Background: an optimization exercise with open tools, aiming at small area and a short achievable clock period. Do not read the settings as production practice. The RTL was checked by simulation tests, not by an equivalence proof against the original design. Power and IR drop assume default switching activity.

==> 03-04: inputs <==
Design pipelined_4stage, start of the top module:
module pipelined_4stage(clk, rst, imem_addr, imem_data, aluout);
Settings: LEC_CHECK=0, CAP_MARGIN=20, CORE_MARGIN=2, CORE_UTILIZATION=40, CTS_CLUSTER_DIAMETER=90, CTS_CLUSTER_SIZE=20, PLACE_DENSITY=0.55, SETUP_SLACK_MARGIN=4.0, SLEW_MARGIN=20, SYNTH_HIERARCHICAL=1; clock period 8.0 ns.
run.sh (not shown) runs the stock make flow with config.mk's settings and CLKGATE_MAP_FILE= SYNTH_SCRIPT=/design/flow/synth_recipe.tcl, a recipe that flattens the netlist after the stock synthesis.
==> 06-21: changes against 03-04 <==
--- a/flow/design.v
+++ b/flow/design.v
@@ -16,18 +16,18 @@
 reg [31:0] ex_a, ex_b;        
 reg [15:0] ex_one, ex_two, ex_neg;   
 reg ex_add, ex_sub, ex_and, ex_xor;
 reg [4:0] ex_waddr;
 reg ex_valid;                 
 reg ex_com;                   
-reg [12-1:0] wb_lo;         
+reg [14-1:0] wb_lo;         
 reg wb_c;                     
-reg [20-1:0] wb_xh, wb_yh;  
-wire [20-1:0] hi_out, hi_int;
-addxy20 ADDOUT (.a(wb_xh), .b(wb_yh), .ci(wb_c), .s(hi_out));
-addxy20 ADDINT (.a(wb_xh), .b(wb_yh), .ci(wb_c), .s(hi_int));
+reg [18-1:0] wb_xh, wb_yh;  
+wire [18-1:0] hi_out, hi_int;
+addxy18 ADDOUT (.a(wb_xh), .b(wb_yh), .ci(wb_c), .s(hi_out));
+addxy18 ADDINT (.a(wb_xh), .b(wb_yh), .ci(wb_c), .s(hi_int));
 wire [31:0] wb_aluout = {hi_int, wb_lo};
 reg [4:0] wb_waddr;
 wire [31:0] wsel = 32'd1 << wb_waddr;
 wire [31:0] wload = wsel | {32{rst}};
 wire [31:0] wd0 = rst ? 32'd0 : wb_aluout;
 wire [31:0] wd3 = rst ? 32'd2 : wb_aluout;
@@ -87,28 +87,28 @@
   end else begin
     ex_waddr <= waddr_id;
     ex_valid <= 1'b1;
     ex_com <= aluop == 3'd4;
   end
 end
-wire [12-1:0] ex_lo;
+wire [14-1:0] ex_lo;
 wire ex_c;
-wire [20-1:0] ex_xh, ex_yh;
+wire [18-1:0] ex_xh, ex_yh;
 wire ex_le;
 alu_ex ALUEX (.a(ex_a), .b(ex_b), .one(ex_one), .two(ex_two), .neg(ex_neg),
   .op_add(ex_add), .op_sub(ex_sub), .op_and(ex_and), .op_xor(ex_xor), .op_com(ex_com),
   .lo(ex_lo), .clo(ex_c), .xh(ex_xh), .yh(ex_yh), .le(ex_le));
 always @(posedge clk)
   if (rst || !ex_valid) begin
     wb_lo <= 0;
     wb_c <= 1'b0;
     wb_xh <= 0;
     wb_yh <= 0;
     wb_waddr <= 5'd0;
   end else if (ex_com) begin
-    wb_lo <= {{(12-1){1'b0}}, ex_le};
+    wb_lo <= {{(14-1){1'b0}}, ex_le};
     wb_c <= 1'b0;
     wb_xh <= 0;
     wb_yh <= 0;
     wb_waddr <= ex_waddr;
   end else begin
     wb_lo <= ex_lo;
@@ -152,16 +152,16 @@
   input  [15:0] neg,
   input         op_add,   
   input         op_sub,
   input         op_and,
   input         op_xor,
   input         op_com,
-  output [11:0] lo,      
+  output [13:0] lo,      
   output        clo,     
-  output [19:0] xh,      
-  output [19:0] yh,
+  output [17:0] xh,      
+  output [17:0] yh,
   output        le       
 );
   wire [31:0] inj_x = ({32{op_add | op_sub}} & a)
                     | ({32{op_and}} & (a & b))
                     | ({32{op_xor}} & (a ^ b));
   wire [31:0] inj_y = ({32{op_add}} & b) | ({32{op_sub}} & ~b);
@@ -1383,58 +1383,54 @@
   cmp_node C4_0 (.gh(gt3_1), .eh(eq3_1), .gl(gt3_0), .el(eq3_0), .g(gt4_0), .e(eq4_0));
   wire gt4_1, eq4_1;
   cmp_node C4_1 (.gh(gt3_3), .eh(eq3_3), .gl(gt3_2), .el(eq3_2), .g(gt4_1), .e(eq4_1));
   wire gt5_0;
   cmp_top C5_0 (.gh(gt4_1), .eh(eq4_1), .gl(gt4_0), .g(gt5_0));
   assign le = ~gt5_0;
-  add12 ADDLO (.a(x[11:0]), .b(y[11:0]), .s(lo), .co(clo));
-  assign xh[0] = x[12];
-  assign yh[0] = y[12];
-  assign xh[1] = x[13];
-  assign yh[1] = y[13];
-  assign xh[2] = x[14];
-  assign yh[2] = y[14];
-  assign xh[3] = x[15];
-  assign yh[3] = y[15];
-  assign xh[4] = x[16];
-  assign yh[4] = y[16];
-  assign xh[5] = x[17];
-  assign yh[5] = y[17];
-  assign xh[6] = x[18];
-  assign yh[6] = y[18];
-  assign xh[7] = x[19];
-  assign yh[7] = y[19];
-  assign xh[8] = x[20];
-  assign yh[8] = y[20];
-  assign xh[9] = x[21];
-  assign yh[9] = y[21];
-  assign xh[10] = x[22];
-  assign yh[10] = y[22];
-  assign xh[11] = x[23];
-  assign yh[11] = y[23];
-  assign xh[12] = x[24];
-  assign yh[12] = y[24];
-  assign xh[13] = x[25];
-  assign yh[13] = y[25];
-  assign xh[14] = x[26];
-  assign yh[14] = y[26];
-  assign xh[15] = x[27];
-  assign yh[15] = y[27];
-  assign xh[16] = x[28];
-  assign yh[16] = y[28];
-  assign xh[17] = x[29];
-  assign yh[17] = y[29];
-  assign xh[18] = x[30];
-  assign yh[18] = y[30];
-  assign xh[19] = x[31];
-  assign yh[19] = y[31];
+  add14 ADDLO (.a(x[13:0]), .b(y[13:0]), .s(lo), .co(clo));
+  assign xh[0] = x[14];
+  assign yh[0] = y[14];
+  assign xh[1] = x[15];
+  assign yh[1] = y[15];
+  assign xh[2] = x[16];
+  assign yh[2] = y[16];
+  assign xh[3] = x[17];
+  assign yh[3] = y[17];
+  assign xh[4] = x[18];
+  assign yh[4] = y[18];
+  assign xh[5] = x[19];
+  assign yh[5] = y[19];
+  assign xh[6] = x[20];
+  assign yh[6] = y[20];
+  assign xh[7] = x[21];
+  assign yh[7] = y[21];
+  assign xh[8] = x[22];
+  assign yh[8] = y[22];
+  assign xh[9] = x[23];
+  assign yh[9] = y[23];
+  assign xh[10] = x[24];
+  assign yh[10] = y[24];
+  assign xh[11] = x[25];
+  assign yh[11] = y[25];
+  assign xh[12] = x[26];
+  assign yh[12] = y[26];
+  assign xh[13] = x[27];
+  assign yh[13] = y[27];
+  assign xh[14] = x[28];
+  assign yh[14] = y[28];
+  assign xh[15] = x[29];
+  assign yh[15] = y[29];
+  assign xh[16] = x[30];
+  assign yh[16] = y[30];
+  assign xh[17] = x[31];
+  assign yh[17] = y[31];
 endmodule
-module add12 (
-  input  [11:0] a,
-  input  [11:0] b,
-  output [11:0] s,
+module add14 (
+  input  [13:0] a,
+  input  [13:0] b,
+  output [13:0] s,
   output co
 );
   wire g_0_0, p_0_0;
   ha B0 (.a(a[0]), .b(b[0]), .s(p_0_0), .co(g_0_0));
   wire g_1_1, p_1_1;
   ha B1 (.a(a[1]), .b(b[1]), .s(p_1_1), .co(g_1_1));
@@ -1455,12 +1451,16 @@
   wire g_9_9, p_9_9;
   ha B9 (.a(a[9]), .b(b[9]), .s(p_9_9), .co(g_9_9));
   wire g_10_10, p_10_10;
   ha B10 (.a(a[10]), .b(b[10]), .s(p_10_10), .co(g_10_10));
   wire g_11_11, p_11_11;
   ha B11 (.a(a[11]), .b(b[11]), .s(p_11_11), .co(g_11_11));
+  wire g_12_12, p_12_12;
+  ha B12 (.a(a[12]), .b(b[12]), .s(p_12_12), .co(g_12_12));
+  wire g_13_13, p_13_13;
+  ha B13 (.a(a[13]), .b(b[13]), .s(p_13_13), .co(g_13_13));
   wire g_0_1;
   pfx_g X0_1 (.gh(g_1_1), .ph(p_1_1), .gl(g_0_0), .g(g_0_1));
   wire g_0_2;
   pfx_g X0_2 (.gh(g_2_2), .ph(p_2_2), .gl(g_0_1), .g(g_0_2));
   wire g_2_3, p_2_3;
   pfx X2_3 (.gh(g_3_3), .ph(p_3_3), .gl(g_2_2), .pl(p_2_2), .g(g_2_3), .p(p_2_3));
@@ -1497,31 +1497,41 @@
   wire g_9_10, p_9_10;
   pfx X9_10 (.gh(g_10_10), .ph(p_10_10), .gl(g_9_9), .pl(p_9_9), .g(g_9_10), .p(p_9_10));
   wire g_9_11, p_9_11;
   pfx X9_11 (.gh(g_11_11), .ph(p_11_11), .gl(g_9_10), .pl(p_9_10), .g(g_9_11), .p(p_9_11));
   wire g_0_11;
   pfx_g X0_11 (.gh(g_9_11), .ph(p_9_11), .gl(g_0_8), .g(g_0_11));
+  wire g_11_12, p_11_12;
+  pfx X11_12 (.gh(g_12_12), .ph(p_12_12), .gl(g_11_11), .pl(p_11_11), .g(g_11_12), .p(p_11_12));
+  wire g_0_12;
+  pfx_g X0_12 (.gh(g_11_12), .ph(p_11_12), .gl(g_0_10), .g(g_0_12));
+  wire g_11_13, p_11_13;
+  pfx X11_13 (.gh(g_13_13), .ph(p_13_13), .gl(g_11_12), .pl(p_11_12), .g(g_11_13), .p(p_11_13));
+  wire g_0_13;
+  pfx_g X0_13 (.gh(g_11_13), .ph(p_11_13), .gl(g_0_10), .g(g_0_13));
   assign s[0] = p_0_0;
   bit_xor S1 (.a(p_1_1), .b(g_0_0), .y(s[1]));
   bit_xor S2 (.a(p_2_2), .b(g_0_1), .y(s[2]));
   bit_xor S3 (.a(p_3_3), .b(g_0_2), .y(s[3]));
   bit_xor S4 (.a(p_4_4), .b(g_0_3), .y(s[4]));
   bit_xor S5 (.a(p_5_5), .b(g_0_4), .y(s[5]));
   bit_xor S6 (.a(p_6_6), .b(g_0_5), .y(s[6]));
   bit_xor S7 (.a(p_7_7), .b(g_0_6), .y(s[7]));
   bit_xor S8 (.a(p_8_8), .b(g_0_7), .y(s[8]));
   bit_xor S9 (.a(p_9_9), .b(g_0_8), .y(s[9]));
   bit_xor S10 (.a(p_10_10), .b(g_0_9), .y(s[10]));
   bit_xor S11 (.a(p_11_11), .b(g_0_10), .y(s[11]));
-  assign co = g_0_11;
+  bit_xor S12 (.a(p_12_12), .b(g_0_11), .y(s[12]));
+  bit_xor S13 (.a(p_13_13), .b(g_0_12), .y(s[13]));
+  assign co = g_0_13;
 endmodule
-module addpg20 (
-  input  [19:0] p,
-  input  [19:0] g,
+module addpg18 (
+  input  [17:0] p,
+  input  [17:0] g,
   input  ci,
-  output [19:0] s
+  output [17:0] s
 );
   wire g1_1;
   pfx_g X1_1 (.gh(g[0]), .ph(p[0]), .gl(ci), .g(g1_1));
   wire g1_2, p1_2;
   pfx X1_2 (.gh(g[1]), .ph(p[1]), .gl(g[0]), .pl(p[0]), .g(g1_2), .p(p1_2));
   wire g1_3, p1_3;
@@ -1553,16 +1563,12 @@
   wire g1_16, p1_16;
   pfx X1_16 (.gh(g[15]), .ph(p[15]), .gl(g[14]), .pl(p[14]), .g(g1_16), .p(p1_16));
   wire g1_17, p1_17;
   pfx X1_17 (.gh(g[16]), .ph(p[16]), .gl(g[15]), .pl(p[15]), .g(g1_17), .p(p1_17));
   wire g1_18, p1_18;
   pfx X1_18 (.gh(g[17]), .ph(p[17]), .gl(g[16]), .pl(p[16]), .g(g1_18), .p(p1_18));
-  wire g1_19, p1_19;
-  pfx X1_19 (.gh(g[18]), .ph(p[18]), .gl(g[17]), .pl(p[17]), .g(g1_19), .p(p1_19));
-  wire g1_20, p1_20;
-  pfx X1_20 (.gh(g[19]), .ph(p[19]), .gl(g[18]), .pl(p[18]), .g(g1_20), .p(p1_20));
   wire g2_2;
   pfx_g X2_2 (.gh(g1_2), .ph(p1_2), .gl(ci), .g(g2_2));
   wire g2_3;
   pfx_g X2_3 (.gh(g1_3), .ph(p1_3), .gl(g1_1), .g(g2_3));
   wire g2_4, p2_4;
   pfx X2_4 (.gh(g1_4), .ph(p1_4), .gl(g1_2), .pl(p1_2), .g(g2_4), .p(p2_4));
@@ -1591,16 +1597,12 @@
   wire g2_16, p2_16;
   pfx X2_16 (.gh(g1_16), .ph(p1_16), .gl(g1_14), .pl(p1_14), .g(g2_16), .p(p2_16));
   wire g2_17, p2_17;
   pfx X2_17 (.gh(g1_17), .ph(p1_17), .gl(g1_15), .pl(p1_15), .g(g2_17), .p(p2_17));
   wire g2_18, p2_18;
   pfx X2_18 (.gh(g1_18), .ph(p1_18), .gl(g1_16), .pl(p1_16), .g(g2_18), .p(p2_18));
-  wire g2_19, p2_19;
-  pfx X2_19 (.gh(g1_19), .ph(p1_19), .gl(g1_17), .pl(p1_17), .g(g2_19), .p(p2_19));
-  wire g2_20, p2_20;
-  pfx X2_20 (.gh(g1_20), .ph(p1_20), .gl(g1_18), .pl(p1_18), .g(g2_20), .p(p2_20));
   wire g3_4;
   pfx_g X3_4 (.gh(g2_4), .ph(p2_4), .gl(ci), .g(g3_4));
   wire g3_5;
   pfx_g X3_5 (.gh(g2_5), .ph(p2_5), .gl(g1_1), .g(g3_5));
   wire g3_6;
   pfx_g X3_6 (.gh(g2_6), .ph(p2_6), .gl(g2_2), .g(g3_6));
@@ -1625,16 +1627,12 @@
   wire g3_16, p3_16;
   pfx X3_16 (.gh(g2_16), .ph(p2_16), .gl(g2_12), .pl(p2_12), .g(g3_16), .p(p3_16));
   wire g3_17, p3_17;
   pfx X3_17 (.gh(g2_17), .ph(p2_17), .gl(g2_13), .pl(p2_13), .g(g3_17), .p(p3_17));
   wire g3_18, p3_18;
   pfx X3_18 (.gh(g2_18), .ph(p2_18), .gl(g2_14), .pl(p2_14), .g(g3_18), .p(p3_18));
-  wire g3_19, p3_19;
-  pfx X3_19 (.gh(g2_19), .ph(p2_19), .gl(g2_15), .pl(p2_15), .g(g3_19), .p(p3_19));
-  wire g3_20, p3_20;
-  pfx X3_20 (.gh(g2_20), .ph(p2_20), .gl(g2_16), .pl(p2_16), .g(g3_20), .p(p3_20));
   wire g4_8;
   pfx_g X4_8 (.gh(g3_8), .ph(p3_8), .gl(ci), .g(g4_8));
   wire g4_9;
   pfx_g X4_9 (.gh(g3_9), .ph(p3_9), .gl(g1_1), .g(g4_9));
   wire g4_10;
   pfx_g X4_10 (.gh(g3_10), .ph(p3_10), .gl(g2_2), .g(g4_10));
@@ -1651,26 +1649,18 @@
   wire g4_16, p4_16;
   pfx X4_16 (.gh(g3_16), .ph(p3_16), .gl(g3_8), .pl(p3_8), .g(g4_16), .p(p4_16));
   wire g4_17, p4_17;
   pfx X4_17 (.gh(g3_17), .ph(p3_17), .gl(g3_9), .pl(p3_9), .g(g4_17), .p(p4_17));
   wire g4_18, p4_18;
   pfx X4_18 (.gh(g3_18), .ph(p3_18), .gl(g3_10), .pl(p3_10), .g(g4_18), .p(p4_18));
-  wire g4_19, p4_19;
-  pfx X4_19 (.gh(g3_19), .ph(p3_19), .gl(g3_11), .pl(p3_11), .g(g4_19), .p(p4_19));
-  wire g4_20, p4_20;
-  pfx X4_20 (.gh(g3_20), .ph(p3_20), .gl(g3_12), .pl(p3_12), .g(g4_20), .p(p4_20));
   wire g5_16;
   pfx_g X5_16 (.gh(g4_16), .ph(p4_16), .gl(ci), .g(g5_16));
   wire g5_17;
   pfx_g X5_17 (.gh(g4_17), .ph(p4_17), .gl(g1_1), .g(g5_17));
   wire g5_18;
   pfx_g X5_18 (.gh(g4_18), .ph(p4_18), .gl(g2_2), .g(g5_18));
-  wire g5_19;
-  pfx_g X5_19 (.gh(g4_19), .ph(p4_19), .gl(g2_3), .g(g5_19));
-  wire g5_20;
-  pfx_g X5_20 (.gh(g4_20), .ph(p4_20), .gl(g3_4), .g(g5_20));
   bit_xor S0 (.a(p[0]), .b(ci), .y(s[0]));
   bit_xor S1 (.a(p[1]), .b(g1_1), .y(s[1]));
   bit_xor S2 (.a(p[2]), .b(g2_2), .y(s[2]));
   bit_xor S3 (.a(p[3]), .b(g2_3), .y(s[3]));
   bit_xor S4 (.a(p[4]), .b(g3_4), .y(s[4]));
   bit_xor S5 (.a(p[5]), .b(g3_5), .y(s[5]));
@@ -1683,29 +1673,27 @@
   bit_xor S12 (.a(p[12]), .b(g4_12), .y(s[12]));
   bit_xor S13 (.a(p[13]), .b(g4_13), .y(s[13]));
   bit_xor S14 (.a(p[14]), .b(g4_14), .y(s[14]));
   bit_xor S15 (.a(p[15]), .b(g4_15), .y(s[15]));
   bit_xor S16 (.a(p[16]), .b(g5_16), .y(s[16]));
   bit_xor S17 (.a(p[17]), .b(g5_17), .y(s[17]));
-  bit_xor S18 (.a(p[18]), .b(g5_18), .y(s[18]));
-  bit_xor S19 (.a(p[19]), .b(g5_19), .y(s[19]));
 endmodule
-module addxy20 (
-  input  [20-1:0] a,
-  input  [20-1:0] b,
+module addxy18 (
+  input  [18-1:0] a,
+  input  [18-1:0] b,
   input  ci,
-  output [20-1:0] s
+  output [18-1:0] s
 );
-  wire [20-1:0] p, g;
+  wire [18-1:0] p, g;
   genvar i;
   generate
-    for (i = 0; i < 20; i = i + 1) begin : B
+    for (i = 0; i < 18; i = i + 1) begin : B
       ha H (.a(a[i]), .b(b[i]), .s(p[i]), .co(g[i]));
     end
   endgenerate
-  addpg20 A (.p(p), .g(g), .ci(ci), .s(s));
+  addpg18 A (.p(p), .g(g), .ci(ci), .s(s));
 endmodule
 module pfx (
   input  gh,
   input  ph,
   input  gl,
   input  pl,
Settings changed: CORE_UTILIZATION 40 to 45, PLACE_DENSITY 0.55 to 0.6.
==> qor summary <==
quantity                                                              06-21                    03-04
Multi-input combinational gate total                                  4,442                    4,478
Setup slack at placement                                            1970 ps                  2140 ps
Global Route met1 Usage                                               0.552                    0.477
Via count of the routed design                                        60.9k                    60.7k
Count of inserted antenna diode cells                                    11                        7
Max Freq                                                          0.241 GHz                0.234 GHz
Post-layout net count                                                 6,597                    6,628
Sequential Power Share                                                0.535                    0.540
Number of sinks driven by the clock tree                              1,213                    1,215
Layout-stage area growth over the synthesis result                    9.76%                    10.2%
DRT Wirelength                                                   329,000 um               324,000 um
Outcome                                    no timing/DRC/antenna violations  no timing/DRC/antenna violations
Largest stage delay, worst path                                      760 ps                   610 ps
DIE HEIGHT                                                           385 um                   409 um
Clock network share of area                                          0.0316                   0.0302
Slowest cell on the critical path                   sky130_fd_sc_hd__nor4_1  sky130_fd_sc_hd__and3_1
Count of filler cells inserted in the layout                          13.1k                    15.2k
Die footprint                                                  148,000 um^2             167,000 um^2
Fraction of area in registers                                         0.342                    0.340
Slew at the pin with the worst max-slew slack                       1280 ps                  1280 ps
Cell count of the worst reg-to-reg path                                   8                       10
Vias per cell                                                          7.48                     7.20
Capture point of the critical path                                 ex_a[17]                 ex_a[31]
Utilization after layout                                              0.498                    0.444

afterwards: timing with drivers on the ports:
No port has a modelled driver above. Below, the same layouts with a new extraction and two added sets of constraints.
Step 1: set_driving_cell puts a clkbuf_16 on clk and a buf_2 on each other input, an assumption about the parent block.
Step 2 also shifts input and output timing later by t, the mid clock arrival at the registers, as if the neighbouring blocks saw the same clock.
a / b / c = ideal / step 1 / step 2; a / b = the first two.
run | t, ns | setup WS [ns] | clock arrival spread, ns | worst register clock-pin slew, ns | pins driven straight from the clock port
03-04 | 0.807 | 3.729 / 3.702 / 2.992 | 0.069 / 0.068 | 0.10 / 0.10 | 1
06-21 | 0.804 | 3.843 / 3.812 / 3.098 | 0.074 / 0.074 | 0.10 / 0.10 | 1
After both steps setup and hold are still met in every run listed. For 06-21, which loses most, drivers alone change the setup slack by -0.031 ns; drivers and shift together by -0.745 ns.
